Context: an optimization exercise on an open-source flow, tuned for small area. The choices shown serve that exercise and are no tape-out recipe.
At most, simulation tests tie the RTL to the original design; equivalence was not proved.
No activity file was given, so power comes from the tool's default toggle rates.

==> flow/design.v (excerpt) <==
module Segway(clk,RST_n,LED,INERT_SS_n,INERT_MOSI,
              INERT_SCLK,INERT_MISO,A2D_SS_n,A2D_MOSI,A2D_SCLK,
              A2D_MISO,PWM_rev_rght,PWM_frwrd_rght,PWM_rev_lft,
              PWM_frwrd_lft,piezo_n,piezo,INT,RX);
==> module UART_rcv, before the edit <==
module UART_rcv(clk, rst_n, RX, is_g, is_s);
    input clk, rst_n;
    input RX;
    output is_g, is_s;
    reg RX_meta, RX_stab;
    reg active;
    reg [3:0] rx_counter;
    reg [11:0] baud_counter;      
    reg mg, ms;
    always_ff @(posedge clk, negedge rst_n)
        if (!rst_n) begin
            RX_meta <= 1'b0;
            RX_stab <= 1'b0;
        end else begin
            RX_meta <= RX;
            RX_stab <= RX_meta;
        end
    localparam [11:0] LFSR_1302 = 12'h72d, LFSR_2604 = 12'h7ee;
    wire [11:0] baud_inc = {baud_counter[10:0],
                            ~(baud_counter[11] ^ baud_counter[10] ^ baud_counter[9] ^ baud_counter[3])};
    wire [3:0] rx_inc;
    inc #(4) u_r(.a(rx_counter), .ci(1'b1), .s(rx_inc), .co());
    wire start = ~active & ~RX_stab;
    wire shift = active & (baud_counter == LFSR_2604);
    wire fin   = active & ~shift & (rx_counter == 4'd10);
    always_ff @(posedge clk, negedge rst_n)
        if (!rst_n)
            active <= 1'b0;
        else if (start)
            active <= 1'b1;
        else if (fin)
            active <= 1'b0;
    always_ff @(posedge clk)
        if (start)
            baud_counter <= LFSR_1302;
        else if (shift)
            baud_counter <= 12'h000;
        else
            baud_counter <= baud_inc;
    always_ff @(posedge clk)
        if (start)
            rx_counter <= 4'h0;
        else if (shift)
            rx_counter <= rx_inc;
    reg pg, ps;
    always_comb begin
        pg = 1'b1; ps = 1'b1;
        case (rx_counter)
            4'd1: begin pg = 1'b1; ps = 1'b1; end
            4'd2: begin pg = 1'b1; ps = 1'b1; end
            4'd3: begin pg = 1'b1; ps = 1'b0; end
            4'd4: begin pg = 1'b0; ps = 1'b0; end
            4'd5: begin pg = 1'b0; ps = 1'b1; end
            4'd6: begin pg = 1'b1; ps = 1'b1; end
            4'd7: begin pg = 1'b1; ps = 1'b1; end
            4'd8: begin pg = 1'b0; ps = 1'b0; end
            default: begin pg = RX_stab; ps = RX_stab; end    
        endcase
    end
    always_ff @(posedge clk, negedge rst_n)
        if (!rst_n) begin
            mg <= 1'b0;
            ms <= 1'b0;
        end else if (start) begin
            mg <= 1'b1;
            ms <= 1'b1;
        end else if (shift) begin
            mg <= mg & (RX_stab == pg);
            ms <= ms & (RX_stab == ps);
        end
    assign is_g = ~active & mg;
    assign is_s = ~active & ms;
endmodule
==> module piezo, before the edit <==
module piezo(clk, rst_n, norm_mode, ovr_spd, batt_low, sound, sound_n, tmr_full);
    input clk, rst_n;
    input norm_mode, ovr_spd, batt_low;
    output reg sound;
    output sound_n;
    output tmr_full;
    reg [12:0] lo;                   
    reg [13:0] hi;                   
    assign sound_n = ~sound;
    wire lo_top = (lo == 13'h1000);
    wire wrap = (hi == 14'h2faf) && (lo == 13'h0ca3);      
    assign tmr_full = lo_top & (&hi[2:0]);                   
    wire lo_fb = lo[12] ^ lo[3] ^ lo[2] ^ lo[0] ^ ~|lo[11:0];
    wire [13:0] hi_inc;
    inc #(14) u_i(.a(hi), .ci(lo_top), .s(hi_inc), .co());
    always_ff @(posedge clk, negedge rst_n)
        if (!rst_n) begin
            lo <= 13'd0;
            hi <= 14'd0;
        end else if (wrap) begin
            lo <= 13'd0;
            hi <= 14'd0;
        end else begin
            lo <= {lo[11:0], lo_fb};
            hi <= hi_inc;
        end
    wire [26:13] count = hi;
    wire S_norm = norm_mode & (count[26:22] == 5'b00001) & !count[16];
    wire R_norm = !norm_mode | (count[26:22] != 5'b00001) | count[16];
    wire S_ovr  = ovr_spd & !count[13] & count[19];
    wire R_ovr  = !ovr_spd | count[13];
    wire batt_win = (count[26:25] == 2'b00) & (count[23:22] == 2'b01);
    wire S_batt = batt_low & !count[15] & batt_win;
    wire R_batt = !batt_low | count[15];
    wire S = (S_norm & !ovr_spd & !batt_low) | (S_ovr & !(batt_win & batt_low)) | S_batt;
    wire R = R_norm & R_ovr & R_batt;
    always_ff @(posedge clk, negedge rst_n)
        if (!rst_n)
            sound <= 1'b0;
        else if (R)
            sound <= 1'b0;
        else if (S)
            sound <= 1'b1;
endmodule
==> flow/config.mk <==
export PLATFORM = sky130hd
export DESIGN_NAME = Segway
export DESIGN_NICKNAME = Segway
export VERILOG_FILES = /design/flow/design.v
export SDC_FILE = /design/flow/constraint.sdc
export NUM_CORES = 4
export LEC_CHECK = 0
export CAP_MARGIN = 20
export CORE_MARGIN = 2
export CORE_UTILIZATION = 60
export CTS_BUF_LIST = sky130_fd_sc_hd__clkbuf_8
export CTS_CLUSTER_DIAMETER = 60
export CTS_CLUSTER_SIZE = 16
export SLEW_MARGIN = 20
==> flow/constraint.sdc <==
create_clock -name core_clock -period 12.0 [get_ports {clk}]
set_input_delay 2.4000 -clock core_clock [delete_from_list [all_inputs] [get_ports {clk}]]
set_output_delay 2.4000 -clock core_clock [all_outputs]
set_load 0.01 [all_outputs]
run.sh (not shown) runs the stock make flow with config.mk's settings and CLKGATE_MAP_FILE= SYNTH_SCRIPT=/design/flow/synth_recipe.tcl, a recipe that flattens the netlist after the stock synthesis.
Edit:
--- a/flow/design.v
+++ b/flow/design.v
@@ -145,9 +145,9 @@
         if (start)
             baud_counter <= LFSR_1302;
         else if (shift)
             baud_counter <= 12'h000;
-        else
+        else if (active)
             baud_counter <= baud_inc;
     always_ff @(posedge clk)
         if (start)
             rx_counter <= 4'h0;
@@ -633,29 +633,20 @@
     input norm_mode, ovr_spd, batt_low;
     output reg sound;
     output sound_n;
     output tmr_full;
-    reg [12:0] lo;                   
-    reg [13:0] hi;                   
+    reg [26:0] count;
     assign sound_n = ~sound;
-    wire lo_top = (lo == 13'h1000);
-    wire wrap = (hi == 14'h2faf) && (lo == 13'h0ca3);      
-    assign tmr_full = lo_top & (&hi[2:0]);                   
-    wire lo_fb = lo[12] ^ lo[3] ^ lo[2] ^ lo[0] ^ ~|lo[11:0];
-    wire [13:0] hi_inc;
-    inc #(14) u_i(.a(hi), .ci(lo_top), .s(hi_inc), .co());
+    assign tmr_full = &count[15:0];
+    wire [26:0] count_inc;
+    inc #(27) u_i(.a(count), .ci(1'b1), .s(count_inc), .co());
     always_ff @(posedge clk, negedge rst_n)
-        if (!rst_n) begin
-            lo <= 13'd0;
-            hi <= 14'd0;
-        end else if (wrap) begin
-            lo <= 13'd0;
-            hi <= 14'd0;
-        end else begin
-            lo <= {lo[11:0], lo_fb};
-            hi <= hi_inc;
-        end
-    wire [26:13] count = hi;
+        if (!rst_n)
+            count <= 27'h0000000;
+        else if (count == 27'h5f5e100)
+            count <= 27'h0000000;
+        else
+            count <= count_inc;
     wire S_norm = norm_mode & (count[26:22] == 5'b00001) & !count[16];
     wire R_norm = !norm_mode | (count[26:22] != 5'b00001) | count[16];
     wire S_ovr  = ovr_spd & !count[13] & count[19];
     wire R_ovr  = !ovr_spd | count[13];
Sequential share of layout area went down by 0.66 points.
Clock skew went up by 0.010 ns.
Clock power went up by 6.2%.
Setup slack loses 0.036 ns.
Design area went up by 2.0%.
For the second run of this note, only the layout was checked, not whether the RTL still works.
